Source: an optimization exercise on an open RTL-to-GDS flow (aim: small area). Production flows keep margins and buffers that such runs may drop. Only simulation tests tie the RTL to the original design; equivalence was not proved. Power is estimated from default activity; no workload was simulated.

==> design/flow/design.v <==
module lfsr32#(
    parameter SEED = 32'hdeadbeef
) (
    input  logic        clk,
    input  logic        reset,
    output logic [31:0] n
);
logic new_bit;
assign new_bit = n[7] ^ n[6] ^ n[2] ^ n[0];
always_ff @(posedge reset or posedge clk) begin
    if (reset) begin
        n <= SEED;
    end else begin
        n <= (n >> 1) | {new_bit, 31'b0};         
    end
end
endmodule
module bist_sender#(
    parameter int TEST_CHANNELS = 70,
    parameter SEED = 32'hdeadbeef,
    parameter int TEST_CASES = 1000
) (
    input  logic clk,
    input  logic reset,
    input  logic [TEST_CHANNELS-1:0] input_channels,
    output logic busy,
    output logic [TEST_CHANNELS-1:0] output_channels
);
logic [31:0] cases;
logic [31:0] rng_out;
logic [TEST_CHANNELS-1:0] test_output;
assign busy = cases != TEST_CASES;
lfsr32#(
    .SEED(SEED)
) rng (
    .clk(clk),
    .reset(reset),
    .n(rng_out)
);
always_ff @(posedge clk or posedge reset) begin
    if (reset) begin
        cases <= '0;
        test_output <= '0;
    end else begin
        if (busy) begin
            cases <= cases + 32'b1;
            test_output <= (test_output << 32) | rng_out;
        end
    end
end
always_comb begin
    if (busy)
        output_channels = test_output;
    else
        output_channels = input_channels;
end
endmodule
module bist_receiver#(
    parameter int TEST_CHANNELS = 70,
    parameter SEED = 32'hdeadbeef,
    parameter int TEST_CASES = 1000
) (
    input  logic clk,
    input  logic reset,
    input  logic [TEST_CHANNELS-1:0] input_channels,
    output logic busy,
    output logic failed
);
logic [31:0] cases;
logic [31:0] rng_out;
logic [TEST_CHANNELS-1:0] expected_input;
assign busy = cases != TEST_CASES;
lfsr32#(
    .SEED(SEED)
) rng (
    .clk(clk),
    .reset(reset),
    .n(rng_out)
);
always_ff @(posedge clk or posedge reset) begin
    if (reset) begin
        cases <= '0;
        expected_input <= '0;
        failed <= '0;
    end else begin
        if (busy) begin
            cases <= cases + 32'b1;
            expected_input <= (expected_input << 32) | rng_out;
            failed <= failed | (input_channels != expected_input);
        end
    end
end
endmodule
module bist_link (
    input  logic        clk,
    input  logic        reset,
    input  logic [69:0] sender_in,
    output logic        sender_busy,
    output logic [69:0] sender_out,
    input  logic [69:0] receiver_in,
    output logic        receiver_busy,
    output logic        receiver_failed
);
bist_sender#(
    .TEST_CHANNELS(70),
    .SEED(32'hdeadbeef),
    .TEST_CASES(1000)
) sender (
    .clk(clk),
    .reset(reset),
    .input_channels(sender_in),
    .busy(sender_busy),
    .output_channels(sender_out)
);
bist_receiver#(
    .TEST_CHANNELS(70),
    .SEED(32'hdeadbeef),
    .TEST_CASES(1000)
) receiver (
    .clk(clk),
    .reset(reset),
    .input_channels(receiver_in),
    .busy(receiver_busy),
    .failed(receiver_failed)
);
endmodule
==> design/flow/run.sh <==
#!/bin/bash
# synth_recipe.tcl (not shown) runs the flow's synth.tcl, then flattens the netlist and writes it again
# the make line also repeats each setting of config.mk as NAME=value (left out here)
make -C /OpenROAD-flow-scripts/flow DESIGN_CONFIG=/design/flow/config.mk WORK_HOME=/design/flow/orfs CLKGATE_MAP_FILE= SYNTH_SCRIPT=/design/flow/synth_recipe.tcl finish
==> design/flow/config.mk <==
export PLATFORM = sky130hd
export DESIGN_NAME = bist_link
export DESIGN_NICKNAME = bist_link
export VERILOG_FILES = /design/flow/design.v
export SDC_FILE = /design/flow/constraint.sdc
export NUM_CORES = 4
export LEC_CHECK = 0
export CAP_MARGIN = 20
export CORE_AREA = 5 5 165 165
export DIE_AREA = 0 0 170 170
export SLEW_MARGIN = 20
==> design/flow/constraint.sdc <==
create_clock -name core_clock -period 5.0 [get_ports {clk}]
set_input_delay 1.0000 -clock core_clock [delete_from_list [all_inputs] [get_ports {clk}]]
set_output_delay 1.0000 -clock core_clock [all_outputs]
set_load 0.01 [all_outputs]
==> run summary, run 1 <==
fin crit share 0.8421; wire per inst 15.78 um; largest net degree at the start of global routing between 100 and 150; Port Buffers 214; die width 170 um; die height about 170 um; Worst slew margin 0.3413; Mean Syn Cell Area around 11 um^2; clk buf depth 3; initial DRC count 431; Worst Tran Pin Value 0.9881 ns; Seq/Total Area, Yosys 0.5941; Netlist cell types 38; first-pass GRT wire length ~42000 um; Top delay family on crit path buffers and inverters; CTS tree done; CP cell instances inv_1 > ha_1 > nor4b_1 > nand3_1 > nor3_4 > buf_12 > nand2_1 > nand2_1 > clkdlybuf4s50_1; CP arrival 3.21 ns; Setup Skew roughly 0.0080 ns; Worst EP required ~4 ns; Main synth FF type dfrtp_1; Tightest Hold Check Type register to register; flop2flop setup slack 2.18 ns; Root Buffer clkbuf_16; Placeable Area 25180 um^2; # Post-CTS Setup Buffers 0; Area Overhead vs Synth 30.56%; Worst Hold End sender.rng.n[30]; Synth Cell Area 11430 um^2; PD cells ~300 nW/um^2; Synth Register Bits 269; Peak Freq 0.2375 GHz; post-cts gate resize count 0; max-slew violations 0; Post-DP HPWL about 18000 um; routed vias around 8000; crit path max fanout around 140; Placed Area 13920 um^2; # IOs 215; max incr delay on CP around 0.57 ns; Total Wirelength 25880 um; hold depth 0; # rows 58; FF-to-FF Start receiver.cases[0]; Post-synth EDFFs 0; Nets 1434; gr usage total 0.1790; DRT antenna net count 0; clk slew on worst S/H paths roughly 0.06 ns; # fillers 2115; Post-Syn Nets around 1200; max cap viols 0; CP Class register to primary output; drt pass-1 iters 4; hold violation count in the final report 0; FF-to-FF End receiver.expected_input[46]; Max VDD drop 0.2595 mV; layout cell share with drive strength beyond 1 0.1008; status complete, no violations; setup TNS 0 ns; remaining global-route overflow 0; H-tree levels 1; Static Leak between 7 and 8 nW; Initial Util 0.4539; Async S/R FF share, synth 1.000; Synth Instances roughly 1100; number of diodes 0; TritonCTS Buffers 28; WP buf/inv 3; initial antenna violation count 0; Worst Reg2Reg Path Length in Cells 7; Hold-fix buffers, CTS 0; # DRC 0; Hold Startpoint sender.rng.n[31]; top cells by area, synth dfrtp_1 48%, nand2_1 13%, dfstp_2 11%, xor2_1 6.3%, mux2_1 4.5%; post-synth top area share 0.4838; RePlAce Congestion 0.8044; Total Die Area 28900 um^2; Final min period 4.210 ns; critical path startpoint category register; Synth area leader dfrtp_1; Synth Warn # 3; final std cell area, no fill 14920 um^2; Via density 4.810; vias in the first global route around 8000; clock latency on the worst-skew pair 0.53 ns; clock sink count 269; most used cell, CP nand2_1; slowest CP cell clkdlybuf4s50_1; CP Capture Type primary output; Setup-failing EPs final 0; unrepaired setup endpoints after global routing no
[cell type report]
class | instances | area [um^2] | area share
timing repair buffer | 221 | 2257 | 0.1512
clock buffer | 42 | 824.5 | 0.05525
multi-input combinational | 751 | 4390 | 0.2942
sequential | 269 | 6792 | 0.4551
tap | 330 | 412.9 | 0.02767
inverter | 17 | 68.82 | 0.004611
clock inverter | 10 | 178.9 | 0.01199
[registers in the layout, summed over array words and instances (netlist names)]
name / cells
sender.test_output: 70
receiver.failed: 1
receiver.cases: 32
sender.rng.n: 32
receiver.expected_input: 70
receiver.rng.n: 32
sender.cases: 32
[metal layers]
metal  global-route usage  wire, um
met5                    0         0
met3              0.03856      1335
met2               0.2876     12210
met4              0.05486       794
met1               0.2460     11540
[kinds of logic (layout without fill, tap and decap cells)]
family / count (synthesis) / after routing / synth area share
simple gates: 536 / 536 / 0.2016
flops: 269 / 269 / 0.5941
xor+xnor: 133 / 133 / 0.1019
mux: 72 / 72 / 0.07071
buf+inv: 54 / 290 / 0.02310
compound gates: 6 / 6 / 0.004160
fa+ha+maj: 4 / 4 / 0.004378
[metrics by stage]
stage | total power (W) | setup slack [ns] | utilization | instances | hold slack, ns
floorplan | 0.002271 | 0.4857 | - | 1074 | 0.3480
global placement | 0.002411 | 1.289 | 0.5528 | 1588 | 0.3529
detailed placement | 0.002411 | 1.315 | 0.5528 | 1588 | 0.3539
CTS | 0.004666 | 0.7349 | 0.5927 | 1640 | 0.3600
global route | 0.004772 | 0.4778 | 0.5927 | 1640 | 0.3632
finish | 0.004599 | 0.7897 | 0.5927 | 1640 | 0.3610
[cells in the final DEF, fill, tap and decap left out, types with 15 or more instances in the layout]
master and instances:
nand2_1 411, dfrtp_1 221, clkdlybuf4s50_1 214, xor2_1 82, xnor2_1 51, dfstp_2 48, mux2_1 46, clkbuf_16 29
nand3_1 27, nor4_1 24, mux2_2 24, nor2_1 19, inv_1 15, nand4_1 15
[how the worst max path moves through the flow]
stage / cells after the start / start / end / slack [ns]
after global routing: 9 / sender.cases[1] / sender_out[68] / 0.48
final: 9 / sender.cases[0] / sender_out[68] / 0.79
after detailed placement: 9 / sender.cases[0] / sender_out[68] / 1.32
after floorplan: 1 / reset / receiver.cases[0] / 0.49
after CTS: 9 / sender.cases[0] / sender_out[68] / 0.73
after global placement: 9 / sender.cases[0] / sender_out[68] / 1.29
[Yosys cell counts (all sizes together), types with 2 or more instances]
| master | count |
|---|---|
| xnor2 | 51 |
| buf | 22 |
| nor3 | 9 |
| nor2 | 19 |
| mux2 | 70 |
| ha | 4 |
| and4 | 6 |
| nand4 | 16 |
| nor4 | 28 |
| dfrtp | 221 |
| nand2 | 411 |
| inv | 17 |
| and3 | 8 |
| dfstp | 48 |
| clkbuf | 15 |
| mux2i | 2 |
| nand3 | 27 |
| xor2 | 82 |
| o21ai | 2 |
| nand2b | 4 |
| nor4b | 3 |
[where the power goes]
part / switching, W / internal [W] / leakage, nW
registers: 0 / 0.00218 / 3.55
clock network: 0.000835 / 0.00140 / 0.494
logic: 0.0000751 / 0.000114 / 3.42
==> run 2: changes to the inputs <==
==> design/flow/design.v (replaced) <==
module lfsr32#(
    parameter logic [31:0] RESET_WINDOW = 32'hf56df77b
) (
    input  logic        clk,
    input  logic        reset,
    output logic [31:0] r,       
    output logic [1:0]  next     
);
assign next[0] = r[7] ^ r[6] ^ r[2] ^ r[0];
assign next[1] = r[8] ^ r[7] ^ r[3] ^ r[1];
always_ff @(posedge reset or posedge clk) begin
    if (reset)
        r <= RESET_WINDOW;
    else
        r <= {next[0], r[31:1]};
end
endmodule
module bist_sender (
    input  logic [33:0] w,       
    input  logic [2:0]  en,      
    input  logic        busy,
    input  logic [69:0] input_channels,
    output logic [69:0] output_channels
);
logic [69:0] pattern;
assign pattern = {w[5:0]  & {6{en[2]}},
                  w[32:1] & {32{en[1]}},
                  w[33:2] & {32{en[0]}}};
assign output_channels = busy ? pattern : input_channels;
endmodule
module bist_receiver (
    input  logic        clk,
    input  logic        reset,
    input  logic        busy,
    input  logic [69:0] expected,
    input  logic [69:0] input_channels,
    output logic        failed
);
always_ff @(posedge clk or posedge reset) begin
    if (reset)
        failed <= 1'b0;
    else if (busy)
        failed <= failed | (input_channels != expected);
end
endmodule
module bist_link (
    input  logic        clk,
    input  logic        reset,
    input  logic [69:0] sender_in,
    output logic        sender_busy,
    output logic [69:0] sender_out,
    input  logic [69:0] receiver_in,
    output logic        receiver_busy,
    output logic        receiver_failed
);
logic [31:0] r;
logic [1:0]  next;
logic        done;
logic        busy;
logic [2:0]  en;
lfsr32 stream (
    .clk(clk),
    .reset(reset),
    .r(r),
    .next(next)
);
localparam logic [31:0] M_LAST = 32'h0020cd01, V_LAST = 32'h0000c401;  
localparam logic [31:0] M_S0   = 32'h04404089, V_S0   = 32'h04404009;  
localparam logic [31:0] M_S1   = 32'h22020c08, V_S1   = 32'h22020808;  
localparam logic [31:0] M_S2   = 32'h15010204, V_S2   = 32'h15010004;  
logic at_last, at0, at1, at2;
assign at_last = (r & M_LAST) == V_LAST;
assign at0     = (r & M_S0) == V_S0;
assign at1     = (r & M_S1) == V_S1;
assign at2     = (r & M_S2) == V_S2;
always_ff @(posedge clk or posedge reset) begin
    if (reset)
        done <= 1'b0;
    else if (at_last)
        done <= 1'b1;
end
assign busy = !done;
assign en[0] = !at0;
assign en[1] = !(at0 | at1);
assign en[2] = !(at0 | at1 | at2);
bist_sender sender (
    .w({next, r}),
    .en(en),
    .busy(busy),
    .input_channels(sender_in),
    .output_channels(sender_out)
);
bist_receiver receiver (
    .clk(clk),
    .reset(reset),
    .busy(busy),
    .expected(sender_out),
    .input_channels(receiver_in),
    .failed(receiver_failed)
);
assign sender_busy = busy;
assign receiver_busy = busy;
endmodule
==> run summary, run 2 <==
Peak Freq 0.2608 GHz; PD cells 139.6 nW/um^2; crit path max fanout 7; Synth Warn # 3; die width around 170 um; Initial Util 0.1383; # rows 58; remaining global-route overflow 0; Worst Tran Pin Value 0.8166 ns; Root Buffer clkbuf_16; vias in the first global route 4246; gr usage total 0.1305; Async S/R FF share, synth 1.000; Top delay family on crit path simple AND/OR/NAND/NOR gates; Worst slew margin 0.4550; Placed Area 5952 um^2; max-slew violations 0; CP arrival 2.83 ns; TritonCTS Buffers 5; critical path startpoint category register; Placeable Area 25180 um^2; max cap viols 0; post-cts gate resize count 0; Post-DP HPWL around 17000 um; Via density 4.377; fin crit share 0.7669; FF-to-FF Start done; Post-Syn Nets roughly 560; Setup-failing EPs final 0; first-pass GRT wire length 28010 um; most numerous cell in the Yosys netlist xnor2_1; max incr delay on CP 0.55 ns; Post-synth EDFFs 0; Largest Register stream.r; unrepaired setup endpoints after global routing no; Static Leak 2.174 nW; Hold-fix buffers, CTS 0; # fillers 2750; commonest non-fill, non-tap cell in the layout clkdlybuf4s50_1; Worst Reg2Reg Path Length in Cells 9; CP Class register to primary output; DRT antenna net count 0; clk buf depth 2; largest net degree at the start of global routing 63; # DRC 0; Hold Startpoint stream.r[30]; Synth Instances 421; Synth Register Bits 34; status complete, no violations; final std cell area, no fill 6153 um^2; Setup Skew approximately 0.0042 ns; layout cell share with drive strength beyond 1 0.08612; Worst EP required 4.00 ns; largest registers stream.r x32, done x1, receiver.failed x1; hold depth 0; clock sink count 34; Synth Cell Area around 3500 um^2; Synth area leader dfstp_2; synth cell count leaders 41 x xnor2_1, 35 x inv_1, 35 x nand2_1, 30 x nor2_1, 27 x a22o_1; flop2flop setup slack 1.40 ns; WP buf/inv 1; CP Launch Point stream.r[7]; Total Wirelength 20090 um; setup TNS 0 ns; commonest cells after routing, fill and taps aside 214 x clkdlybuf4s50_1, 41 x xnor2_1, 35 x inv_1, 35 x nand2_1, 30 x nor2_1; top cells by area, synth dfstp_2 18%, xnor2_1 10%, dfrtp_1 7.2%, a22o_1 6.8%, mux2i_1 4.3%; Netlist cell types 63; # Post-CTS Setup Buffers 0; RePlAce Congestion 0.8711; routed vias 4202; # IOs 215; Mean Syn Cell Area 8.274 um^2; Max VDD drop 0.1692 mV; Main synth FF type dfstp_2; CTS tree done; Worst Hold End stream.r[29]; Area Overhead vs Synth 76.65%; Seq/Total Area, Yosys 0.2529; FF-to-FF End receiver.failed; Tightest Hold Check Type register to register; initial DRC count just over 300; wire per inst ~21 um; drt pass-1 iters 4; hold violation count in the final report 0; slowest CP cell clkdlybuf4s50_1; Port Buffers 214; post-synth top area share 0.1810; initial antenna violation count 4; Final min period 3.835 ns; Total Die Area 28900 um^2; Post-Route Utilization 0.2444; clk slew on worst S/H paths 0.05 ns; CP cell instances and3b_1 > and2_1 > nor2_1 > and3_1 > a22o_1 > clkdlybuf4s50_1; Largest register FFs 32; clock latency on the worst-skew pair 0.28 ns; Nets 768; CP Capture Type primary output; die height roughly 170 um; H-tree levels 2
==> run 2: changes by cell type after synthesis, sizes merged, moves of 27 or more <==
cell   previous run  this run
mux2             70         1
a22o              0        27
xor2             82         8
nand2           411        35
dfrtp           221        10
==> run 2: area by class of cell <==
cell class | count | area [um^2] | share of cell area
antenna | 3 | 7.507 | 0.001220
clock buffer | 5 | 125.1 | 0.02033
clock inverter | 3 | 68.82 | 0.01118
inverter | 35 | 131.4 | 0.02135
multi-input combinational | 330 | 2336 | 0.3796
sequential | 34 | 884.6 | 0.1438
tap | 330 | 412.9 | 0.06710
timing repair buffer | 220 | 2187 | 0.3554
==> run 2: per-layer routing <==
metal | vias up | part of all wire | track usage
met3 | 29 | 0.099 | 0.04111
met4 | 4 | 0.026 | 0.03403
met5 | - | 0.0013 | 0
li1 | 1968 | - | -
met2 | 212 | 0.47 | 0.2191
met1 | 1989 | 0.40 | 0.1626
==> run 2: worst max path at each step <==
stage / end / slack, ns / depth (start not counted)
CTS: sender_out[69] / 1.19 / 6
floorplan: sender_out[30] / 2.21 / 7
detailed placement: receiver.failed / 1.36 / 9
finish: sender_out[69] / 1.17 / 6
global placement: receiver.failed / 1.40 / 9
global route: sender_out[29] / 1.04 / 4
==> run 2: power breakdown <==
group | total (W) | switching (W) | internal [W]
logic | 0.000184 | 0.0000619 | 0.000122
clock network | 0.000399 | 0.000113 | 0.000286
registers | 0.000276 | 0 | 0.000276
==> run 2: logic make-up after synthesis <==
| kind of cell | synth area share |
|---|---|
| AND/OR/NAND/NOR | 0.1929 |
| AO/OA/AOI/OAI | 0.2640 |
| buffers and inverters | 0.07795 |
| XOR/XNOR | 0.1232 |
| flip-flops | 0.2529 |
| multiplexers | 0.08908 |
==> run 2: metrics by stage <==
| step | std cells | setup slack (ns) | total power, W | hold slack, ns |
|---|---|---|---|---|
| floorplan | 421 | 2.215 | 0.0003219 | 0.3528 |
| global placement | 949 | 1.395 | 0.0004631 | 0.3807 |
| detailed placement | 949 | 1.358 | 0.0004641 | 0.3832 |
| CTS | 957 | 1.190 | 0.0008628 | 0.3911 |
| global route | 959 | 1.036 | 0.0008847 | 0.3969 |
| finish | 960 | 1.165 | 0.0008592 | 0.3933 |
==> run 3: changes to the inputs <==
--- a/design/flow/design.v
+++ b/design/flow/design.v
@@ -18,14 +18,13 @@
 module bist_sender (
     input  logic [33:0] w,       
-    input  logic [2:0]  en,      
-    input  logic        busy,
+    input  logic [2:0]  sel,     
+    input  logic        idle,    
     input  logic [69:0] input_channels,
     output logic [69:0] output_channels
 );
-logic [69:0] pattern;
-assign pattern = {w[5:0]  & {6{en[2]}},
-                  w[32:1] & {32{en[1]}},
-                  w[33:2] & {32{en[0]}}};
-assign output_channels = busy ? pattern : input_channels;
+logic [69:0] pattern_sel;
+assign pattern_sel = {{6{sel[2]}}, {32{sel[1]}}, {32{sel[0]}}};
+assign output_channels = ({w[5:0], w[32:1], w[33:2]} & pattern_sel)
+                       | (input_channels & {70{idle}});
 endmodule
 module bist_receiver (
@@ -58,5 +57,5 @@
 logic        done;
 logic        busy;
-logic [2:0]  en;
+logic [2:0]  sel;
 lfsr32 stream (
     .clk(clk),
@@ -81,11 +80,11 @@
 end
 assign busy = !done;
-assign en[0] = !at0;
-assign en[1] = !(at0 | at1);
-assign en[2] = !(at0 | at1 | at2);
+assign sel[0] = busy & !at0;
+assign sel[1] = busy & !(at0 | at1);
+assign sel[2] = busy & !(at0 | at1 | at2);
 bist_sender sender (
     .w({next, r}),
-    .en(en),
-    .busy(busy),
+    .sel(sel),
+    .idle(done),
     .input_channels(sender_in),
     .output_channels(sender_out)
==> design/flow/flow/run.sh (new file) <==
#!/bin/bash
# The standard layout (standard.sh: the standard flow's synthesis, floorplan, power grid,
# placement, CTS and routing), with the port buffers inserted at placement
# made from the smallest buffer cell.
set -euo pipefail
export BUFFER_PORTS_ARGS="-buffer_cell sky130_fd_sc_hd__buf_1"
bash standard.sh finish > standard_flow.log 2>&1
==> design/flow/standard.sh (new file) <==
#!/bin/bash
# synth_recipe.tcl (not shown) runs the flow's synth.tcl, then flattens the netlist and writes it again
# the make line also repeats each setting of config.mk as NAME=value (left out here)
make -C /OpenROAD-flow-scripts/flow DESIGN_CONFIG=/design/flow/config.mk WORK_HOME=/design/flow/orfs CLKGATE_MAP_FILE= SYNTH_SCRIPT=/design/flow/synth_recipe.tcl "${@:-finish}"
--- a/design/flow/config.mk
+++ b/design/flow/config.mk
@@ -7,5 +7,11 @@
 export LEC_CHECK = 0
 export CAP_MARGIN = 20
-export CORE_AREA = 5 5 165 165
-export DIE_AREA = 0 0 170 170
+export CORE_MARGIN = 2
+export CORE_UTILIZATION = 60
+export CTS_BUF_LIST = sky130_fd_sc_hd__clkbuf_4
+export CTS_CLUSTER_DIAMETER = 200
+export CTS_CLUSTER_SIZE = 40
+export PLACE_DENSITY = 0.75
 export SLEW_MARGIN = 20
+export SYNTH_HIERARCHICAL = 1
+export SYNTH_MINIMUM_KEEP_SIZE = 0
removed: design/flow/run.sh
==> run summary, run 3 <==
max-slew violations 0; Max VDD drop 0.1903 mV; largest registers stream.r x32, done x1, receiver.failed x1; DRT antenna net count 0; Setup-failing EPs final 0; CP arrival 3.69 ns; Top delay family on crit path compound AO/OA/AOI/OAI gates; Nets 598; Initial Util 0.6122; die height 70.19 um; number of diodes 0; Post-synth EDFFs 0; H-tree levels 2; max cap viols 0; Post-DP HPWL 7721 um; Synth Cell Area 2629 um^2; wire per inst 18.80 um; RePlAce Congestion 1.001; CP Class register to register; commonest cells after routing, fill and taps aside 214 x buf_1, 71 x a22o_1, 42 x xnor2_1; Worst slew margin 0.2660; clock latency on the worst-skew pair 0.34 ns; # Post-CTS Setup Buffers 0; Synth Instances 248; Setup Skew 0.01075 ns; Static Leak 1.238 nW; Hold-fix buffers, CTS 0; Worst Tran Pin Value 1.100 ns; Peak Freq 0.2893 GHz; Tightest Hold Check Type register to register; die width 70.19 um; WP buf/inv 2; Seq/Total Area, Yosys 0.3351; hold violation count in the final report 0; Port Buffers between 200 and 250; Mean Syn Cell Area approximately 11 um^2; # rows 24; Layout Cells excl Fill between 500 and 600; Synth Warn # 9; unrepaired setup endpoints after global routing no; clock sink count 34; Worst EP required 5.23 ns; Largest Register stream.r; drt pass-1 iters 5; routed vias about 3100; fin crit share 0.6913; status complete, no violations; max incr delay on CP 0.74 ns; most numerous cell in the Yosys netlist a22o_1; CP Capture Type register; clk buf depth 2; most used cell, CP inv_1; Netlist cell types 26; Synth Register Bits 34; Via density 5.992; first-pass GRT wire length 14430 um; remaining global-route overflow 0; Total Wirelength 9571 um; gr usage total 0.3804; crit path max fanout 32; PD cells about 150 nW/um^2; post-cts gate resize count 0; top cells by area, synth dfstp_2 24%, a22o_1 24%, xnor2_1 14%, dfrtp_1 9.5%, xor2_1 8.3%; Placeable Area 4294 um^2; Placed Cells incl. Taps 501; Main synth FF type dfstp_2; Synth area leader dfstp_2; layout cell share with drive strength beyond 1 0.08753; Post-Route Utilization 0.7928; Total Die Area 4927 um^2; commonest non-fill, non-tap cell in the layout buf_1; vias in the first global route 2896; # DRC 0; largest net degree at the start of global routing 71; Hold Slack 0.3829 ns; slowest CP cell a2111oi_0; initial antenna violation count 0; # IOs roughly 220; synth cell count leaders 71 x a22o_1, 42 x xnor2_1, 25 x xor2_1, 24 x dfstp_2; Largest register FFs 32; critical path startpoint category register; CTS tree done; Area Overhead vs Synth 29.51%; Root Buffer clkbuf_4; initial DRC count ~200; CP cell instances nand4b_1 > o21ai_2 > inv_1 > a22o_1 > inv_1 > o2111ai_1 > a2111oi_0 > nand3_1 > o32a_1; flop2flop setup slack about 1.5 ns; post-synth top area share 0.2399; Post-Syn Nets 390; Final min period 3.457 ns; clk slew on worst S/H paths 0.10 ns; Async S/R FF share, synth 1.000; setup TNS 0 ns; TritonCTS Buffers 5
-- run 3: per-layer routing --
layer  GRT usage  up-vias  share of wire
li1            -     1353              -
met1      0.4730     1447           0.37
met2      0.6550      220           0.50
met3     0.07359       30          0.094
met4      0.1410        0          0.032
met5           0        -              0
-- run 3: worst paths after layout --
| path | from | end | cells past startpoint |
|---|---|---|---|
| max | stream.r[3] | receiver.failed | 9 |
| min | stream.r[31] | stream.r[30] | 0 |
| max reg2reg | stream.r[3] | receiver.failed | 9 |
| min reg2reg | stream.r[31] | stream.r[30] | 0 |
| max in group asynchronous | reset | stream.r[17] | 2 |
| min in group asynchronous | reset | done | 2 |
-- run 3: final cells by class --
cell class,count,area (um^2)
clock inverter,2,8.758
timing repair buffer,216,818.3
inverter,14,52.55
fill,330,889.6
tap,52,65.06
sequential,34,882.1
multi-input combinational,185,1533
clock buffer,6,45.04
-- run 3: per-module statistics from Yosys, one instance, submodules excluded --
module,cell area (um^2),times used,flip-flops and latches
bist_receiver,838.3,1,1
lfsr32,887.1,1,32
bist_link,132.6,1,1
bist_sender,770.7,1,0
-- run 3: worst reg2reg max path: stages, from the launching register on --
cell       delay, ns
dfstp_2         0.62
nand4b_1        0.15
o21ai_2         0.19
inv_1           0.49
a22o_1          0.45
inv_1           0.09
o2111ai_1       0.12
a2111oi_0       0.74
nand3_1         0.17
o32a_1          0.33
-- run 3: cell families (layout without fill, tap and decap cells) --
kind of cell           after synthesis  count (layout)  share of synthesized area
flip-flops                          34              34                     0.3351
buffers and inverters               29             238                    0.08282
AO/OA/AOI/OAI                       81              81                     0.2718
AND/OR/NAND/NOR                     37              37                    0.08710
XOR/XNOR                            67              67                     0.2232
-- run 3: per-stage QoR --
step           total power (W)  instance area (um^2)  setup WS (ns)
2_1_floorplan        0.0003095                  2629          2.520
3_3_place_gp         0.0003629                  3351          1.763
3_5_place_dp         0.0003635                  3351          1.720
4_1_cts              0.0005071                  3405          1.636
5_1_grt              0.0005312                  3405          1.446
6_report             0.0005056                  3405          1.543
-- run 3: power by group --
part	total, W	leakage, nW	switching [W]	internal, W
sequential	0.000276	0.380	0	0.000276
clock	0.000146	0.0331	0.0000881	0.0000582
combinational	0.0000834	0.825	0.0000416	0.0000418
total	0.000506	1.24	0.000130	0.000376
==> run 4: changes to the inputs <==
--- a/design/flow/config.mk
+++ b/design/flow/config.mk
@@ -9,7 +9,4 @@
 export CORE_MARGIN = 2
 export CORE_UTILIZATION = 60
-export CTS_BUF_LIST = sky130_fd_sc_hd__clkbuf_4
-export CTS_CLUSTER_DIAMETER = 200
-export CTS_CLUSTER_SIZE = 40
 export PLACE_DENSITY = 0.75
 export SLEW_MARGIN = 20
==> run summary, run 4 <==
RePlAce Congestion approximately 1; Hold-fix buffers, CTS 0; clock sink count 34; Seq. cell area between 800 and 900 um^2; hold violation count in the final report 0; Tightest Hold Check Type register to register; # IOs 215; setup TNS 0 ns; Seq/Total Area, Yosys 0.3351; Max VDD drop approximately 0.20 mV; synth cell count leaders 71 x a22o_1, 42 x xnor2_1, 25 x xor2_1, 24 x dfstp_2; largest net degree at the start of global routing 71; Post-DP HPWL between 7000 and 8000 um; layout cell share with drive strength beyond 1 0.08753; Initial Util 0.6122; fin crit share 0.6728; Hold Slack 0.3787 ns; WP buf/inv 2; Placeable Area about 4300 um^2; gr usage total 0.3826; Nets 598; DRT antenna net count 0; Worst EP required between 5 and 6 ns; area of the multi-input gates 1533 um^2; Synth Area in Compound Gates 0.2718; initial antenna violation count 0; Worst Tran Pin Value around 1.1 ns; Async S/R FF share, synth 1.000; Via density 5.961; TritonCTS Buffers 5; mux contribution to synthesized area 0; Setup Skew 0.005876 ns; PD cells about 170 nW/um^2; Simple-Gate Fraction of Synth Area 0.08710; hold depth 0; commonest cells after routing, fill and taps aside 214 x buf_1, 71 x a22o_1, 42 x xnor2_1; crit path max fanout 32; status complete, no violations; # DRC 0; CP Class register to register; Synth Cell Area 2629 um^2; # Post-CTS Setup Buffers 0; max incr delay on CP 0.69 ns; # rows 24; Placed Area about 3400 um^2; Top delay family on crit path compound AO/OA/AOI/OAI gates; # fillers 336; wl on met1 3648 um; Setup-failing EPs final 0; most numerous cell in the Yosys netlist a22o_1; Synth Register Bits 34; Largest Register stream.r; slowest CP cell a2111oi_0; max-slew violations 0; first-pass GRT wire length about 14000 um; Synth Warn # 9; met3 WL approximately 800 um; Main synth FF type dfstp_2; CP Capture Type register; adder-cell share of the synthesized area 0; Synth area leader dfstp_2; die height 70.19 um; critical path startpoint category register; Netlist cell types 26; remaining global-route overflow 0; Post-Syn Nets 390; Worst slew margin 0.2721; largest registers stream.r x32, done x1, receiver.failed x1; unrepaired setup endpoints after global routing no; Area Overhead vs Synth 30.94%; Worst Reg2Reg Path Length in Cells 9; CTS tree done; Port Buffers 214; clock latency on the worst-skew pair slightly below 0.3 ns; Synth Instances 248; Static Leak 1.253 nW; die width between 70 and 80 um; initial DRC count just under 200; top cells by area, synth dfstp_2 24%, a22o_1 24%, xnor2_1 14%, dfrtp_1 9.5%, xor2_1 8.3%; Root Buffer clkbuf_8; H-tree levels 2; drt pass-1 iters 5; Total Wirelength 9627 um; Post-Synth XOR/XNOR Area 0.2232; CP cell instances nand4b_1 > o21ai_2 > inv_1 > a22o_1 > inv_1 > o2111ai_1 > a2111oi_0 > nand3_1 > o32a_1; Peak Freq 0.2972 GHz; Total Die Area 4927 um^2; Post-synth EDFFs 0; largest family of logic cells by synthesized area compound AO/OA/AOI/OAI gates; Largest register FFs 32; final std cell area, no fill 3442 um^2; routed vias 3034; DR WL met2 roughly 4900 um; vias in the first global route 2890; post-synth top area share 0.2399; number of diodes 0; most used cell, CP inv_1; clk slew on worst S/H paths about 0.070 ns; Mean Syn Cell Area ~11 um^2; post-cts gate resize count 0; top sig layer met4; clk buf depth 2; wire per inst around 19 um; max cap viols 0; CP arrival 3.54 ns; critical path depth 9; commonest non-fill, non-tap cell in the layout buf_1; Final min period 3.364 ns
-- run 4: path summary, 6_finish.rpt --
path / start / end / slack, ns
max: stream.r[3] / receiver.failed / 1.64
min: stream.r[31] / stream.r[30] / 0.38
max reg2reg: stream.r[3] / receiver.failed / 1.64
min reg2reg: stream.r[31] / stream.r[30] / 0.38
max in group asynchronous: reset / stream.r[23] / 3.71
min in group asynchronous: reset / done / 0.60
-- run 4: kinds of logic after synthesis --
logic type | after synthesis
buffers and inverters | 29
DFF | 34
and+or+nand+nor | 37
xor gates and xnor gates | 67
AOI/OAI and AO/OA | 81
-- run 4: modules after synthesis (local to each module, per instance) --
module / area [um^2] / copies in the design / cells / flops+latches
bist_receiver: 838.3 / 1 / 108 / 1
bist_link: 132.6 / 1 / 17 / 1
bist_sender: 770.7 / 1 / 84 / 0
lfsr32: 887.1 / 1 / 39 / 32
-- run 4: area by class of cell --
cell class | count | area share
tap | 52 | 0.01890
multi-input combinational | 185 | 0.4453
clock buffer | 7 | 0.02508
sequential | 34 | 0.2563
clock inverter | 1 | 0.001454
inverter | 14 | 0.01527
timing repair buffer | 216 | 0.2377
-- run 4: worst register-to-register path: stages (launching register included) --
cell and delay, ns:
dfstp_2 0.60, nand4b_1 0.14, o21ai_2 0.19, inv_1 0.49, a22o_1 0.44, inv_1 0.09, o2111ai_1 0.12, a2111oi_0 0.69
nand3_1 0.15, o32a_1 0.32
-- run 4: where the power goes --
part / total, W / switching (W) / internal (W) / leakage [nW]
logic: 0.0000835 / 0.0000417 / 0.0000418 / 0.825
registers: 0.000276 / 0 / 0.000276 / 0.380
clock network: 0.000209 / 0.0000979 / 0.000111 / 0.0482
total: 0.000568 / 0.000140 / 0.000429 / 1.25
-- run 4: metrics by stage --
step	total power (W)	cells	util	setup slack (ns)
final	0.0005684	509	0.8016	1.636
after global routing	0.0005911	509	0.8016	1.514
after CTS	0.0005702	509	0.8016	1.696
after detailed placement	0.0003635	501	0.7803	1.720
after global placement	0.0003629	501	0.7803	1.763
after floorplan	0.0003095	248	-	2.520
-- run 4: layer usage --
layer,track usage,up-vias
li1,-,1355
met1,0.4777,1448
met2,0.6709,202
met3,0.07071,29
met4,0.1175,0
met5,0,-
==> run 5: changes to the inputs <==
--- a/design/flow/config.mk
+++ b/design/flow/config.mk
@@ -9,4 +9,7 @@
 export CORE_MARGIN = 2
 export CORE_UTILIZATION = 60
+export CTS_BUF_LIST = sky130_fd_sc_hd__clkbuf_2 sky130_fd_sc_hd__clkbuf_4
+export CTS_CLUSTER_DIAMETER = 100
+export CTS_CLUSTER_SIZE = 20
 export PLACE_DENSITY = 0.75
 export SLEW_MARGIN = 20
==> run summary, run 5 <==
Synth Area in Compound Gates 0.2718; Initial Util 0.6122; FF-to-FF End receiver.failed; Simple-Gate Fraction of Synth Area 0.08710; # DRC 0; FF-to-FF Start stream.r[3]; Worst slew margin 0.2660; post-cts gate resize count 0; Post-DP HPWL 7721 um; final std cell area, no fill around 3400 um^2; Netlist cell types 26; largest net degree at the start of global routing 71; top cells by area, synth dfstp_2 24%, a22o_1 24%, xnor2_1 14%, dfrtp_1 9.5%, xor2_1 8.3%; adder-cell share of the synthesized area 0; Via density 5.992; layout cell share with drive strength beyond 1 0.08753; wire per inst 18.80 um; Post-Synth XOR/XNOR Area 0.2232; Total Die Area 4927 um^2; Synth area leader dfstp_2; Synth Warn # 9; Nets 598; Largest Register stream.r; commonest cells after routing, fill and taps aside 214 x buf_1, 71 x a22o_1, 42 x xnor2_1; largest family of logic cells by synthesized area compound AO/OA/AOI/OAI gates; CP Class register to register; Setup Skew ~0.011 ns; Post-Route Utilization 0.7928; # Post-CTS Setup Buffers 0; most numerous cell in the Yosys netlist a22o_1; Setup-failing EPs final 0; max cap viols 0; hold violation count in the final report 0; CP Capture Type register; Total Wirelength about 9600 um; Largest register FFs 32; Placed Cells incl. Taps 501; Peak Freq 0.2893 GHz; largest registers stream.r x32, done x1, receiver.failed x1; first-pass GRT wire length 14430 um; Placeable Area 4294 um^2; max-slew violations 0; worst setup path endpoint receiver.failed; Hold Slack about 0.38 ns; Synth Cell Area roughly 2600 um^2; vias in the first global route 2896; unrepaired setup endpoints after global routing no; Post-synth EDFFs 0; # rows 24; gr usage total 0.3804; number of diodes 0; drt pass-1 iters 5; CTS tree done; Final min period around 3.5 ns; Layout Cells excl Fill 509; critical path startpoint category register; Placed Area 3351 um^2; Synth Instances 248; mux contribution to synthesized area 0; RePlAce Congestion 1.001; DRT antenna net count 0; TritonCTS Buffers 5; initial antenna violation count 0; Worst Tran Pin Value 1.100 ns; Mean Syn Cell Area ~11 um^2; clk slew on worst S/H paths 0.10 ns; Post-Syn Nets 390; clk buf depth 2; post-synth top area share 0.2399; Synth Register Bits 34; remaining global-route overflow 0; die height 70.19 um; Async S/R FF share, synth 1.000; # fillers 330; CP Launch Point stream.r[3]; PD cells 148.5 nW/um^2; Max VDD drop 0.1903 mV; crit path max fanout 32; Worst EP required 5.23 ns; Hold-fix buffers, CTS 0; clock sink count 34; H-tree levels 2; fin crit share 0.6913; Static Leak 1.238 nW; routed vias roughly 3100; setup TNS 0 ns; Main synth FF type dfstp_2; status complete, no violations; Port Buffers 214; Tightest Hold Check Type register to register; synth cell count leaders 71 x a22o_1, 42 x xnor2_1, 25 x xor2_1, 24 x dfstp_2; die width 70.19 um; Area Overhead vs Synth 29.51%; commonest non-fill, non-tap cell in the layout buf_1; # IOs 215; flop2flop setup slack 1.54 ns; initial DRC count between 200 and 250; Worst Reg2Reg Path Length in Cells 9; CP arrival between 3 and 4 ns; clock latency on the worst-skew pair between 0.3 and 0.4 ns; Root Buffer clkbuf_4; Seq/Total Area, Yosys 0.3351
## run 5: Yosys stat by module, one instance, submodules excluded
module | cells | flip-flops and latches | cell area, um^2 | copies in the design
bist_link | 17 | 1 | 132.6 | 1
bist_receiver | 108 | 1 | 838.3 | 1
bist_sender | 84 | 0 | 770.7 | 1
lfsr32 | 39 | 32 | 887.1 | 1
## run 5: area by class of cell
class                           instances  area, um^2  share of cell area
Clock buffer                            6       45.04             0.01323
Clock inverter                          2       8.758            0.002573
Inverter                               14       52.55             0.01544
Multi-Input combinational cell        185        1533              0.4502
Sequential cell                        34       882.1              0.2591
Tap cell                               52       65.06             0.01911
Timing Repair Buffer                  216       818.3              0.2404
## run 5: metal layers
metal	global-route usage	wire length, um	vias to the layer above
met5	0	0	-
li1	-	-	1353
met4	0.1410	303	0
met2	0.6550	4829	220
met3	0.07359	898	30
met1	0.4730	3539	1447
## run 5: critical path, stage by stage (launching register included)
cell and delay (ns):
dfstp_2 0.62, nand4b_1 0.14, o21ai_2 0.19, inv_1 0.49, a22o_1 0.43, inv_1 0.09
o2111ai_1 0.12, a2111oi_0 0.74, nand3_1 0.17, o32a_1 0.33
## run 5: kinds of logic (layout without fill, tap and decap cells)
family / after synthesis / in the layout
AOI/OAI and AO/OA: 81 / 81
xor gates and xnor gates: 67 / 67
and+or+nand+nor: 37 / 37
DFF: 34 / 34
buffers and inverters: 29 / 238
## run 5: through the flow
step / setup slack [ns] / power [W]
detailed placement: 1.720 / 0.0003635
CTS: 1.636 / 0.0005071
global placement: 1.763 / 0.0003629
finish: 1.543 / 0.0005056
global route: 1.446 / 0.0005312
floorplan: 2.520 / 0.0003095
## run 5: how the worst min path moves through the flow
stage                       from      endpoint  slack, ns  cells past startpoint
detailed placement  stream.r[31]  stream.r[30]       0.37                      0
floorplan           stream.r[13]  stream.r[12]       0.36                      0
finish              stream.r[31]  stream.r[30]       0.38                      0
global route        stream.r[31]  stream.r[30]       0.39                      0
global placement    stream.r[31]  stream.r[30]       0.37                      0
CTS                 stream.r[31]  stream.r[30]       0.38                      0
## run 5: report_power, final
group,switching [W],total [W],leakage (nW),internal [W]
Sequential,0,0.000276,0.380,0.000276
Clock,0.0000881,0.000146,0.0331,0.0000582
Combinational,0.0000416,0.0000834,0.825,0.0000418
==> run 6: changes to the inputs <==
==> design/flow/run.sh (new file) <==
#!/bin/bash
# synth_recipe.tcl (not shown) runs the flow's synth.tcl, then flattens the netlist and writes it again
# the make line also repeats each setting of config.mk as NAME=value (left out here)
make -C /OpenROAD-flow-scripts/flow DESIGN_CONFIG=/design/flow/config.mk WORK_HOME=/design/flow/orfs CLKGATE_MAP_FILE= SYNTH_SCRIPT=/design/flow/synth_recipe.tcl finish
--- a/design/flow/config.mk
+++ b/design/flow/config.mk
@@ -9,7 +9,4 @@
 export CORE_MARGIN = 2
 export CORE_UTILIZATION = 60
-export CTS_BUF_LIST = sky130_fd_sc_hd__clkbuf_2 sky130_fd_sc_hd__clkbuf_4
-export CTS_CLUSTER_DIAMETER = 100
-export CTS_CLUSTER_SIZE = 20
 export PLACE_DENSITY = 0.75
 export SLEW_MARGIN = 20
removed: design/flow/flow/run.sh
removed: design/flow/standard.sh
==> run summary, run 6 <==
Port Buffers 214; Synth Instances ~250; synth cell count leaders 71 x a22o_1, 42 x xnor2_1, 25 x xor2_1, 24 x dfstp_2; Synth Cell Area 2629 um^2; Post-synth EDFFs 0; Seq/Total Area, Yosys 0.3351; # IOs approximately 220; failing step 3_3_place_gp; die width 70.19 um; Async S/R FF share, synth 1.000; status aborted with a tool error; Synth Register Bits 34; Post-Syn Nets 390; die height 70.19 um; Synth area leader dfstp_2; Initial Util 0.6122; # rows 24; Synth Warn # 9; post-synth top area share 0.2399; most numerous cell in the Yosys netlist a22o_1; Log Error [ERROR GPL-0301] Utilization 118.657 % exceeds 100%.; Mean Syn Cell Area 10.60 um^2; top cells by area, synth dfstp_2 24%, a22o_1 24%, xnor2_1 14%, dfrtp_1 9.5%, xor2_1 8.3%; Main synth FF type dfstp_2; Netlist cell types 26
[run 6: cell counts after synthesis]
No cell type changed its count.
[run 6: cell families after synthesis]
group,share of synthesized area
xor gates and xnor gates,0.2232
DFF,0.3351
buffers and inverters,0.08282
AOI/OAI and AO/OA,0.2718
and+or+nand+nor,0.08710
[run 6: per-module statistics from Yosys (local to each module, per instance)]
module	flip-flops and latches	area, um^2	cells
bist_receiver	1	838.3	108
lfsr32	32	887.1	39
bist_sender	0	770.7	84
bist_link	1	132.6	17
==> run 7: changes to the inputs <==
--- a/design/flow/design.v
+++ b/design/flow/design.v
@@ -21,10 +21,35 @@
     input  logic        idle,    
     input  logic [69:0] input_channels,
-    output logic [69:0] output_channels
+    output logic [69:0] output_channels,
+    input  logic [69:0] check_channels,
+    output logic [69:0] mismatch
 );
+logic [69:0] pattern;
 logic [69:0] pattern_sel;
+assign pattern     = {w[5:0], w[32:1], w[33:2]};
 assign pattern_sel = {{6{sel[2]}}, {32{sel[1]}}, {32{sel[0]}}};
-assign output_channels = ({w[5:0], w[32:1], w[33:2]} & pattern_sel)
-                       | (input_channels & {70{idle}});
+for (genvar i = 0; i < 70; i++) begin : lane
+    bist_lane u (
+        .pattern(pattern[i]),
+        .sel(pattern_sel[i]),
+        .idle(idle),
+        .data_in(input_channels[i]),
+        .data_out(output_channels[i]),
+        .check_in(check_channels[i]),
+        .mismatch(mismatch[i])
+    );
+end
+endmodule
+module bist_lane (
+    input  logic pattern,
+    input  logic sel,
+    input  logic idle,
+    input  logic data_in,
+    output logic data_out,
+    input  logic check_in,
+    output logic mismatch
+);
+assign data_out = (pattern & sel) | (data_in & idle);
+assign mismatch = check_in ^ data_out;
 endmodule
 module bist_receiver (
@@ -32,6 +57,5 @@
     input  logic        reset,
     input  logic        busy,
-    input  logic [69:0] expected,
-    input  logic [69:0] input_channels,
+    input  logic [69:0] mismatch,
     output logic        failed
 );
@@ -40,5 +64,5 @@
         failed <= 1'b0;
     else if (busy)
-        failed <= failed | (input_channels != expected);
+        failed <= failed | (|mismatch);
 end
 endmodule
@@ -58,4 +82,5 @@
 logic        busy;
 logic [2:0]  sel;
+logic [69:0] mismatch;
 lfsr32 stream (
     .clk(clk),
@@ -88,5 +113,7 @@
     .idle(done),
     .input_channels(sender_in),
-    .output_channels(sender_out)
+    .output_channels(sender_out),
+    .check_channels(receiver_in),
+    .mismatch(mismatch)
 );
 bist_receiver receiver (
@@ -94,6 +121,5 @@
     .reset(reset),
     .busy(busy),
-    .expected(sender_out),
-    .input_channels(receiver_in),
+    .mismatch(mismatch),
     .failed(receiver_failed)
 );
==> design/flow/flow/run.sh (new file) <==
#!/bin/bash
# The standard layout (standard.sh: the standard flow's synthesis, floorplan, power grid,
# placement, CTS and routing), with the port buffers inserted at placement
# made from the smallest buffer cell, and a clock tree with few buffers.
set -euo pipefail
export BUFFER_PORTS_ARGS="-buffer_cell sky130_fd_sc_hd__buf_1"
export CTS_ARGS="-sink_clustering_enable -sink_clustering_size 40 -sink_clustering_max_diameter 500 -buf_list sky130_fd_sc_hd__clkbuf_8 -root_buf sky130_fd_sc_hd__clkbuf_8 -dont_use_dummy_load -repair_clock_nets"
bash standard.sh finish > standard_flow.log 2>&1
==> design/flow/standard.sh (new file) <==
#!/bin/bash
# synth_recipe.tcl (not shown) runs the flow's synth.tcl, then flattens the netlist and writes it again
# the make line also repeats each setting of config.mk as NAME=value (left out here)
make -C /OpenROAD-flow-scripts/flow DESIGN_CONFIG=/design/flow/config.mk WORK_HOME=/design/flow/orfs CLKGATE_MAP_FILE= SYNTH_SCRIPT=/design/flow/synth_recipe.tcl "${@:-finish}"
--- a/design/flow/config.mk
+++ b/design/flow/config.mk
@@ -9,4 +9,7 @@
 export CORE_MARGIN = 2
 export CORE_UTILIZATION = 60
+export CTS_BUF_LIST = sky130_fd_sc_hd__clkbuf_4
+export CTS_CLUSTER_DIAMETER = 200
+export CTS_CLUSTER_SIZE = 40
 export PLACE_DENSITY = 0.75
 export SLEW_MARGIN = 20
removed: design/flow/run.sh
==> run summary, run 7 <==
Async S/R FF share, synth 1.000; CTS tree done; commonest cells after routing, fill and taps aside 214 x buf_1, 72 x xor2_1, 70 x a22o_1; unrepaired setup endpoints after global routing no; fin crit share 0.6755; Post-Syn Nets 365; CP Class register to register; post-cts gate resize count 0; gr usage total 0.3887; Worst EP required a little over 5 ns; top cells by area, synth dfstp_2 26%, xor2_1 26%, a22o_1 25%, dfrtp_1 10%, nor4_1 4.1%; # DRC 0; crit path max fanout 32; routed vias 2967; Peak Freq roughly 0.30 GHz; clk buf depth 2; final std cell area, no fill 3383 um^2; commonest non-fill, non-tap cell in the layout buf_1; initial DRC count 165; Seq/Total Area, Yosys 0.3614; largest net degree at the start of global routing 71; Synth Cell Area 2437 um^2; wire per inst 18.41 um; most numerous cell in the Yosys netlist xor2_1; hold violation count in the final report 0; Placed Cells incl. Taps 488; Post-synth EDFFs 0; largest registers stream.r x32, done x1, receiver.failed x1; FF-to-FF Start stream.r[3]; Root Buffer clkbuf_8; initial antenna violation count 0; Synth Instances 223; Nets roughly 590; CP arrival around 3.5 ns; RePlAce Congestion 0.8469; Hold Startpoint stream.r[31]; synth cell count leaders 72 x xor2_1, 70 x a22o_1, 24 x dfstp_2, 16 x nor4_1, 10 x dfrtp_1; Via density about 6; drt pass-1 iters 5; Total Wirelength roughly 9100 um; clk slew on worst S/H paths around 0.06 ns; Main synth FF type dfstp_2; Static Leak 1.371 nW; Largest Register stream.r; Final min period 3.377 ns; layout cell share with drive strength beyond 1 0.08578; Synth Warn # 9; Synth area leader dfstp_2; die height between 60 and 70 um; # IOs around 220; Tightest Hold Check Type register to register; max cap viols 0; setup TNS 0 ns; die width 67.74 um; Setup-failing EPs final 0; TritonCTS Buffers 5; Port Buffers ~210; Initial Util 0.6182; remaining global-route overflow 0; CP Launch Point stream.r[3]; Synth Register Bits 34; first-pass GRT wire length 12830 um; H-tree levels 2; Placed Area 3314 um^2; Largest register FFs 32; Max VDD drop 0.1302 mV; # rows 23; number of diodes 0; Placeable Area 3943 um^2; CP Capture Type register; Area Overhead vs Synth 38.81%; post-synth top area share 0.2587; Hold-fix buffers, CTS 0; vias in the first global route 2680; status complete, no violations; Setup Skew between 0.005 and 0.006 ns; Worst Tran Pin Value between 1 and 1.5 ns; Worst slew margin 0.3236; Total Die Area 4588 um^2; DRT antenna net count 0; clock sink count 34; Netlist cell types 20; clock latency on the worst-skew pair 0.28 ns; Layout Cells excl Fill 493; Mean Syn Cell Area 10.93 um^2; Post-DP HPWL 7102 um; critical path startpoint category register; max-slew violations 0; # Post-CTS Setup Buffers 0; PD cells between 150 and 200 nW/um^2
-- run 7: cell types whose count changed after synthesis, sizes merged, moves of 2 or more --
cell,change
a2111oi,-2
xor2,+47
o22ai,-4
nand4,-7
xnor2,-38
buf,-14
nand2b,-3
nor2b,-2
inv,-9
nor4,+8
-- run 7: final cells by class --
class | instances | area (um^2)
Multi-Input combinational cell | 183 | 1533
Sequential cell | 34 | 882.1
Timing Repair Buffer | 216 | 818.3
Fill cell | 253 | 559.3
Clock buffer | 5 | 68.82
Tap cell | 50 | 62.56
Inverter | 5 | 18.77
-- run 7: cell families (layout without fill, tap and decap cells) --
family | Yosys count | after routing | share of synthesized area
XOR/XNOR | 76 | 76 | 0.2731
AO/OA/AOI/OAI | 73 | 73 | 0.2654
flip-flops | 34 | 34 | 0.3614
AND/OR/NAND/NOR | 34 | 34 | 0.08933
buffers and inverters | 6 | 226 | 0.01078
-- run 7: critical path, cell delays in order, from the launching register on --
cell and delay [ns]:
dfstp_2 0.59, nand4b_1 0.13, o21ai_2 0.19, inv_1 0.47
a22o_1 0.40, xor2_1 0.14, nor4_1 0.47, nand4_1 0.14
or4_1 0.55, o22a_1 0.17
-- run 7: routing by layer --
metal | vias to the layer above | wire length (um) | track usage
met5 | - | 0 | 0
met4 | 0 | 290 | 0.1888
met3 | 33 | 825 | 0.1083
met2 | 206 | 4623 | 0.6593
met1 | 1409 | 3336 | 0.4497
li1 | 1319 | - | -
-- run 7: final timing paths --
kind	endpoint	slack, ns	cells past startpoint
worst max-delay path	receiver.failed	1.62	9
worst min-delay path	stream.r[30]	0.38	0
max in group asynchronous	stream.r[23]	3.73	2
worst max register to register	receiver.failed	1.62	9
min in group asynchronous	receiver.failed	0.59	2
worst min register to register	stream.r[30]	0.38	0
-- run 7: Yosys stat by module (local to each module, per instance), a selection --
module | copies in the design | cell area, um^2 | cells inside
lfsr32 | 1 | 887.1 | 39
bist_receiver | 1 | 191.4 | 27
bist_link | 1 | 132.6 | 17
bist_lane | 70 | 17.52 | 2
-- run 7: stage by stage --
stage                     total power, W  utilization  hold WS (ns)  worst slack [ns]
after floorplan                0.0003053            -        0.3608            0.9594
after global placement         0.0003542       0.8407        0.3660             1.805
after detailed placement       0.0003565       0.8407        0.3664             1.678
after CTS                      0.0005303       0.8581        0.3793             1.668
after global routing           0.0005523       0.8581        0.3867             1.517
final                          0.0005301       0.8581        0.3812             1.623
-- run 7: power by group --
group | switching [W] | internal, W
combinational | 0.0000392 | 0.0000382
clock | 0.0000870 | 0.0000896
sequential | 0 | 0.000276
==> run 8: changes to the inputs <==
==> design/flow/flow/run.sh (replaced) <==
#!/bin/bash
# The standard layout (standard.sh: the standard flow's synthesis, floorplan, power grid,
# placement, CTS and routing), with the port buffers inserted at placement
# made from the smallest buffer cell.
set -euo pipefail
export BUFFER_PORTS_ARGS="-buffer_cell sky130_fd_sc_hd__buf_1"
bash standard.sh finish > standard_flow.log 2>&1
==> run summary, run 8 <==
Mean Syn Cell Area between 10 and 15 um^2; Largest Register stream.r; die width 67.74 um; Hold-fix buffers, CTS 0; Netlist cell types 20; Place WS between 1.5 and 2 ns; number of diodes 0; critical path startpoint category register; hold violation count in the final report 0; Hold Startpoint stream.r[30]; Placed Area 3314 um^2; initial antenna violation count 0; # rows 23; # IOs 215; die height 67.74 um; Synth Register Bits 34; Setup Skew 0.005846 ns; initial DRC count 180; hold depth 0; Post-Route Utilization 0.8512; status complete, no violations; Root Buffer clkbuf_4; top cells by area, synth dfstp_2 26%, xor2_1 26%, a22o_1 25%, dfrtp_1 10%, nor4_1 4.1%; setup ws final 1.634 ns; Layout Cells excl Fill 494; TritonCTS Buffers 5; max cap viols 0; DRT antenna net count 0; Main synth FF type dfstp_2; post-cts gate resize count 0; FF-to-FF End receiver.failed; drt pass-1 iters 4; fin crit share 0.6733; Post-Syn Nets 365; # fillers 264; Area Overhead vs Synth 37.68%; unrepaired setup endpoints after global routing no; # Post-CTS Setup Buffers 0; Seq/Total Area, Yosys 0.3614; CP arrival 2.37 ns; crit path max fanout 32; routed vias a little under 3000; PD cells 144.8 nW/um^2; max-slew violations 0; largest registers stream.r x32, done x1, receiver.failed x1; area of the multi-input gates 1533 um^2; Worst Hold End stream.r[29]; Post-synth EDFFs 0; FF-to-FF Start stream.r[3]; Worst Tran Pin Value roughly 1.0 ns; Async S/R FF share, synth 1.000; flop2flop setup slack 1.63 ns; layout cell share with drive strength beyond 1 0.08559; RePlAce Congestion 0.8469; Placed Cells incl. Taps 488; CP Class register to primary output; Initial Util 0.6182; commonest cells after routing, fill and taps aside 214 x buf_1, 72 x xor2_1, 70 x a22o_1; Synth Warn # 9; Tightest Hold Check Type register to register; Total Wirelength 8939 um; Worst Reg2Reg Path Length in Cells 9; # DRC 0; Largest register FFs 32; Peak Freq approximately 0.30 GHz; Total Die Area 4588 um^2; first-pass GRT wire length between 10000 and 15000 um; clk slew on worst S/H paths ~0.09 ns; Synth area leader dfstp_2; largest net degree at the start of global routing 71; clk buf depth 2; Seq. cell area 882.1 um^2; Worst slew margin 0.3107; Placeable Area roughly 3900 um^2; CTS tree done; remaining global-route overflow 0; commonest non-fill, non-tap cell in the layout buf_1; synth cell count leaders 72 x xor2_1, 70 x a22o_1, 24 x dfstp_2, 16 x nor4_1, 10 x dfrtp_1; gr usage total 0.3827; CP cell instances nand4b_1 > o21ai_2 > inv_1 > a22o_1 > buf_1; post-synth top area share 0.2587; WP buf/inv 2; H-tree levels 2; clock latency on the worst-skew pair 0.33 ns; max incr delay on CP 0.76 ns; Synth Cell Area 2437 um^2; clock sink count 34; CP Capture Type primary output; Nets slightly below 600; Post-DP HPWL 7102 um; Port Buffers 214; Via density 5.840; final std cell area, no fill 3356 um^2; Top delay family on crit path buffers and inverters; wire per inst 18.10 um; Final min period 3.366 ns; Static Leak around 1.4 nW; Setup-failing EPs final 0; slowest CP cell inv_1; Worst EP required roughly 4.0 ns; vias in the first global route ~2600; Synth Instances around 220; most numerous cell in the Yosys netlist xor2_1; setup TNS 0 ns; Max VDD drop roughly 0.14 mV
==> run 8: per-layer routing <==
layer  up-vias  routed length, um  track usage
li1       1316                  -            -
met3        26                913       0.1200
met4         0                253       0.1735
met5         -                  0            0
met1      1341               3211       0.4368
met2       202               4560       0.6520
==> run 8: modules after synthesis, one instance, submodules excluded, a selection <==
module	flip-flops and latches	cells inside	times used
lfsr32	32	39	1
bist_receiver	1	27	1
bist_link	1	17	1
bist_lane	0	2	70
==> run 8: where the power goes <==
group	leakage, nW	switching, W	internal, W	total, W
sequential	0.380	0	0.000276	0.000276
clock	0.0246	0.0000851	0.0000480	0.000133
combinational	0.955	0.0000387	0.0000382	0.0000768
total	1.36	0.000124	0.000362	0.000486
==> run 8: logic make-up (layout without fill, tap and decap cells) <==
family	count (synthesis)	after routing	share of synthesized area
simple gates	34	34	0.08933
xor+xnor	76	76	0.2731
flops	34	34	0.3614
compound gates	73	73	0.2654
buf+inv	6	227	0.01078
==> run 8: layout make-up <==
cell class	count	area share
Multi-Input combinational cell	183	0.4567
Clock inverter	1	0.001119
Timing Repair Buffer	216	0.2438
Inverter	5	0.005593
Clock buffer	5	0.01119
Tap cell	50	0.01864
Sequential cell	34	0.2629
==> run 8: per-stage QoR <==
step	hold WS [ns]	total power [W]
global route	0.3910	0.0005111
floorplan	0.3608	0.0003053
finish	0.3785	0.0004859
CTS	0.3840	0.0004848
global placement	0.3660	0.0003542
detailed placement	0.3664	0.0003565
==> run 8: worst register-to-register path, cell delays in order, from the launching register on <==
cell and delay [ns]:
dfstp_2 0.61, nand4b_1 0.13, o21ai_2 0.19, inv_1 0.48
a22o_1 0.41, xor2_1 0.15, nor4_1 0.45, nand4_1 0.14
or4_1 0.54, o22a_1 0.17
==> run 8: worst max path at each step <==
stage	slack [ns]	start	end	depth (start not counted)
final	1.63	stream.r[7]	sender_out[12]	5
after global routing	1.50	stream.r[3]	receiver.failed	9
after CTS	1.67	stream.r[3]	receiver.failed	9
after detailed placement	1.68	stream.r[3]	receiver.failed	9
after global placement	1.80	stream.r[3]	receiver.failed	9
after floorplan	0.96	done	receiver.failed	9

[afterwards: timing with drivers on the ports]
In the flow no input, the clock included, has a driving cell. The finished layouts below were timed again as built, in two steps.
Step 1, drivers: a clkbuf_16 drives clk and a buf_2 each remaining input, both assumed.
Step 2 moves the port delays by t, midway between the first and last clock arrival at a register: inputs arrive t later, outputs are due t later. That takes back most of the time a late clock gives input paths.
a / b / c = ideal / step 1 / step 2; a / b = the first two.
| run | t (ns) | slack for setup (ns) | worst setup path after step 2 | worst register clock-pin slew, ns | pins driven straight from the clock port |
|---|---|---|---|---|---|
| run 1 | 0.569 | 0.790 / 0.743 / 1.312 | register to output | 0.06 / 0.06 | 1 |
| run 2 | 0.311 | 1.165 / 1.128 / 1.235 | input to register | 0.05 / 0.05 | 1 |
| run 3 | 0.356 | 1.543 / 1.543 / 1.543 | register to register | 0.10 / 0.10 | 1 |
| run 4 | 0.308 | 1.636 / 1.612 / 1.636 | register to register | 0.07 / 0.07 | 1 |
| run 5 | 0.356 | 1.543 / 1.543 / 1.543 | register to register | 0.10 / 0.10 | 1 |
| run 7 | 0.303 | 1.623 / 1.623 / 1.623 | register to register | 0.06 / 0.06 | 1 |
| run 8 | 0.350 | 1.634 / 1.608 / 1.634 | register to register | 0.10 / 0.10 | 1 |
After both steps setup and hold are still met in every run listed.
